From an optimization exercise on the open Yosys and OpenROAD flow, aimed at small area and a short achievable clock period; shortcuts taken in it are not production practice. RTL that was checked went through simulation tests only; none was proved equivalent to the original. No activity file was given, so power comes from the tool's default toggle rates.

==> flow/design.v <==
parameter REAL_DATA_WIDTH = 32;
typedef logic[REAL_DATA_WIDTH-1:0] RealDataType;
function automatic RealDataType unpackReal(input RealDataType arg, input int NUM_BITS);
    if (NUM_BITS > REAL_DATA_WIDTH) begin
        $error("Attempted to grab %d bits from %d bit RealDataType", NUM_BITS, REAL_DATA_WIDTH);
    end
    unpackReal = arg >> (REAL_DATA_WIDTH - NUM_BITS);
endfunction
function automatic RealDataType packReal(input RealDataType arg, input int NUM_BITS);
    if (NUM_BITS > REAL_DATA_WIDTH) begin
        $error("Attempted to pack %d bits in %d bit RealDataType", NUM_BITS, REAL_DATA_WIDTH);
    end
    packReal = arg << (REAL_DATA_WIDTH - NUM_BITS);
endfunction
typedef struct packed {
    RealDataType re;
    RealDataType im;
} ComplexType;
typedef logic[2*REAL_DATA_WIDTH-1:0] ComplexLogicType;
function automatic ComplexLogicType complexToLogic(input ComplexType arg);
    complexToLogic = {arg.im, arg.re};
endfunction
function automatic ComplexType logicToComplex(input ComplexLogicType arg);
    logicToComplex = {arg[2*REAL_DATA_WIDTH-1:REAL_DATA_WIDTH], arg[REAL_DATA_WIDTH-1:0]};
endfunction
`timescale 1ns/1ns
module radix_2_butterfly #(
    parameter DATA_WIDTH = 16
) (
    input  logic       clkIn,
    input  logic       rstIn,
    input  logic       enIn,
    input  logic       validIn,
    input  ComplexType dataIn,
    output logic       validOut,
    output ComplexType dataOut
);
    logic       stateR;      
    logic [2:0] validR;
    always_ff @(posedge clkIn) begin
        if (rstIn) begin
            stateR <= 1'b0;
            validR <= 3'b000;
        end else if (enIn) begin
            if (validIn) stateR <= ~stateR;
            validR <= {validR[1:0], validIn};
        end
    end
    logic sumSel;
    assign sumSel = validR[0] & ~stateR;
    logic signed [DATA_WIDTH-1:0] inRe, inIm;
    assign inRe = dataIn[63 -: DATA_WIDTH];
    assign inIm = dataIn[31 -: DATA_WIDTH];
    logic signed [DATA_WIDTH-1:0] x0ReR, x0ImR, x1ReR, x1ImR;
    logic signed [DATA_WIDTH:0]   outReR, outImR;
    localparam int AW = DATA_WIDTH + 1;
    function automatic logic [AW-1:0] prefixAdd(input logic [AW-1:0] a,
                                                  input logic [AW-1:0] b,
                                                  input logic cin);
        logic [AW-1:0] p, g, gg, pp, gn, pn;
        p  = a ^ b;
        g  = a & b;
        gg = g;
        pp = p;
        gg[0] = g[0] | (p[0] & cin);
        for (int l = 0; (1 << l) < AW; l++) begin
            gn = gg;
            pn = pp;
            for (int i = 0; i < AW; i++) begin
                if ((i >> l) & 1) begin
                    gn[i] = gg[i] | (pp[i] & gg[((i >> l) << l) - 1]);
                    pn[i] = pp[i] & pp[((i >> l) << l) - 1];
                end
            end
            gg = gn;
            pp = pn;
        end
        prefixAdd = p ^ {gg[AW-2:0], cin};
    endfunction
    logic [DATA_WIDTH:0] opARe, opAIm, opBRe, opBIm;
    assign opARe = sumSel ? {x0ReR[DATA_WIDTH-1], x0ReR} : outReR;
    assign opAIm = sumSel ? {x0ImR[DATA_WIDTH-1], x0ImR} : outImR;
    assign opBRe = sumSel ? {x1ReR[DATA_WIDTH-1], x1ReR} : {~x1ReR, 1'b1};
    assign opBIm = sumSel ? {x1ImR[DATA_WIDTH-1], x1ImR} : {~x1ImR, 1'b1};
    always_ff @(posedge clkIn) begin
        if (enIn) begin
            if (stateR) begin
                x1ReR <= inRe;
                x1ImR <= inIm;
            end else begin
                x0ReR <= inRe;
                x0ImR <= inIm;
            end
            outReR <= prefixAdd(opARe, opBRe, ~sumSel);
            outImR <= prefixAdd(opAIm, opBIm, ~sumSel);
        end
    end
    assign dataOut.re = {outReR, {(32-DATA_WIDTH-1){1'b0}}};
    assign dataOut.im = {outImR, {(32-DATA_WIDTH-1){1'b0}}};
    assign validOut   = validR[2];
endmodule
export LEC_CHECK = 0
export CAP_MARGIN = 20
export CORE_MARGIN = 2
export CORE_UTILIZATION = 40
export SLEW_MARGIN = 20
create_clock -name core_clock -period 3.0 [get_ports {clkIn}]
run.sh (not shown) runs the stock make flow with config.mk's settings and CLKGATE_MAP_FILE= SYNTH_SCRIPT=/design/flow/synth_recipe.tcl, a recipe that flattens the netlist after the stock synthesis.
Next try:
--- a/flow/design.v
+++ b/flow/design.v
@@ -53,35 +53,6 @@
     assign inIm = dataIn[31 -: DATA_WIDTH];
     logic signed [DATA_WIDTH-1:0] x0ReR, x0ImR, x1ReR, x1ImR;
     logic signed [DATA_WIDTH:0]   outReR, outImR;
-    localparam int AW = DATA_WIDTH + 1;
-    function automatic logic [AW-1:0] prefixAdd(input logic [AW-1:0] a,
-                                                  input logic [AW-1:0] b,
-                                                  input logic cin);
-        logic [AW-1:0] p, g, gg, pp, gn, pn;
-        p  = a ^ b;
-        g  = a & b;
-        gg = g;
-        pp = p;
-        gg[0] = g[0] | (p[0] & cin);
-        for (int l = 0; (1 << l) < AW; l++) begin
-            gn = gg;
-            pn = pp;
-            for (int i = 0; i < AW; i++) begin
-                if ((i >> l) & 1) begin
-                    gn[i] = gg[i] | (pp[i] & gg[((i >> l) << l) - 1]);
-                    pn[i] = pp[i] & pp[((i >> l) << l) - 1];
-                end
-            end
-            gg = gn;
-            pp = pn;
-        end
-        prefixAdd = p ^ {gg[AW-2:0], cin};
-    endfunction
-    logic [DATA_WIDTH:0] opARe, opAIm, opBRe, opBIm;
-    assign opARe = sumSel ? {x0ReR[DATA_WIDTH-1], x0ReR} : outReR;
-    assign opAIm = sumSel ? {x0ImR[DATA_WIDTH-1], x0ImR} : outImR;
-    assign opBRe = sumSel ? {x1ReR[DATA_WIDTH-1], x1ReR} : {~x1ReR, 1'b1};
-    assign opBIm = sumSel ? {x1ImR[DATA_WIDTH-1], x1ImR} : {~x1ImR, 1'b1};
     always_ff @(posedge clkIn) begin
         if (enIn) begin
             if (stateR) begin
@@ -91,8 +62,13 @@
                 x0ReR <= inRe;
                 x0ImR <= inIm;
             end
-            outReR <= prefixAdd(opARe, opBRe, ~sumSel);
-            outImR <= prefixAdd(opAIm, opBIm, ~sumSel);
+            if (sumSel) begin
+                outReR <= {x0ReR[DATA_WIDTH-1], x0ReR} + {x1ReR[DATA_WIDTH-1], x1ReR};
+                outImR <= {x0ImR[DATA_WIDTH-1], x0ImR} + {x1ImR[DATA_WIDTH-1], x1ImR};
+            end else begin
+                outReR <= {outReR[DATA_WIDTH:1] - x1ReR, outReR[0]};
+                outImR <= {outImR[DATA_WIDTH:1] - x1ImR, outImR[0]};
+            end
         end
     end
     assign dataOut.re = {outReR, {(32-DATA_WIDTH-1){1'b0}}};
Global-route usage goes up by 1.0 points.
Fmax goes up by 2.7%.
Total power goes down by 3.1%.
Hold slack barely changes.
Cell count goes up by 19%.
The RTL of the first run of this note was laid out without a check of its function.

[static timing again, ports no longer ideal]
Ports are ideal in the flow. The routed layouts listed here were re-timed in OpenROAD.
Step 1 sets driving cells, clkbuf_16 on the clock port and buf_2 on the other inputs (assumed; they add their load-dependent delay and slew).
Step 2 times the ports against the registers' clock, not the clock port: input delays grow and output delays shrink by t, the midpoint of the rising clock arrivals with the driver on.
a / b / c = ideal / step 1 / step 2; a / b = the first two.
run	t (ns)	slack for setup (ns)	latest minus earliest clock arrival (ns)
the first run	0.392	0.062 / 0.062 / 0.062	0.012 / 0.012
the second run	0.387	0.140 / 0.140 / 0.140	0.012 / 0.012
After both steps setup and hold are still met in every run listed.
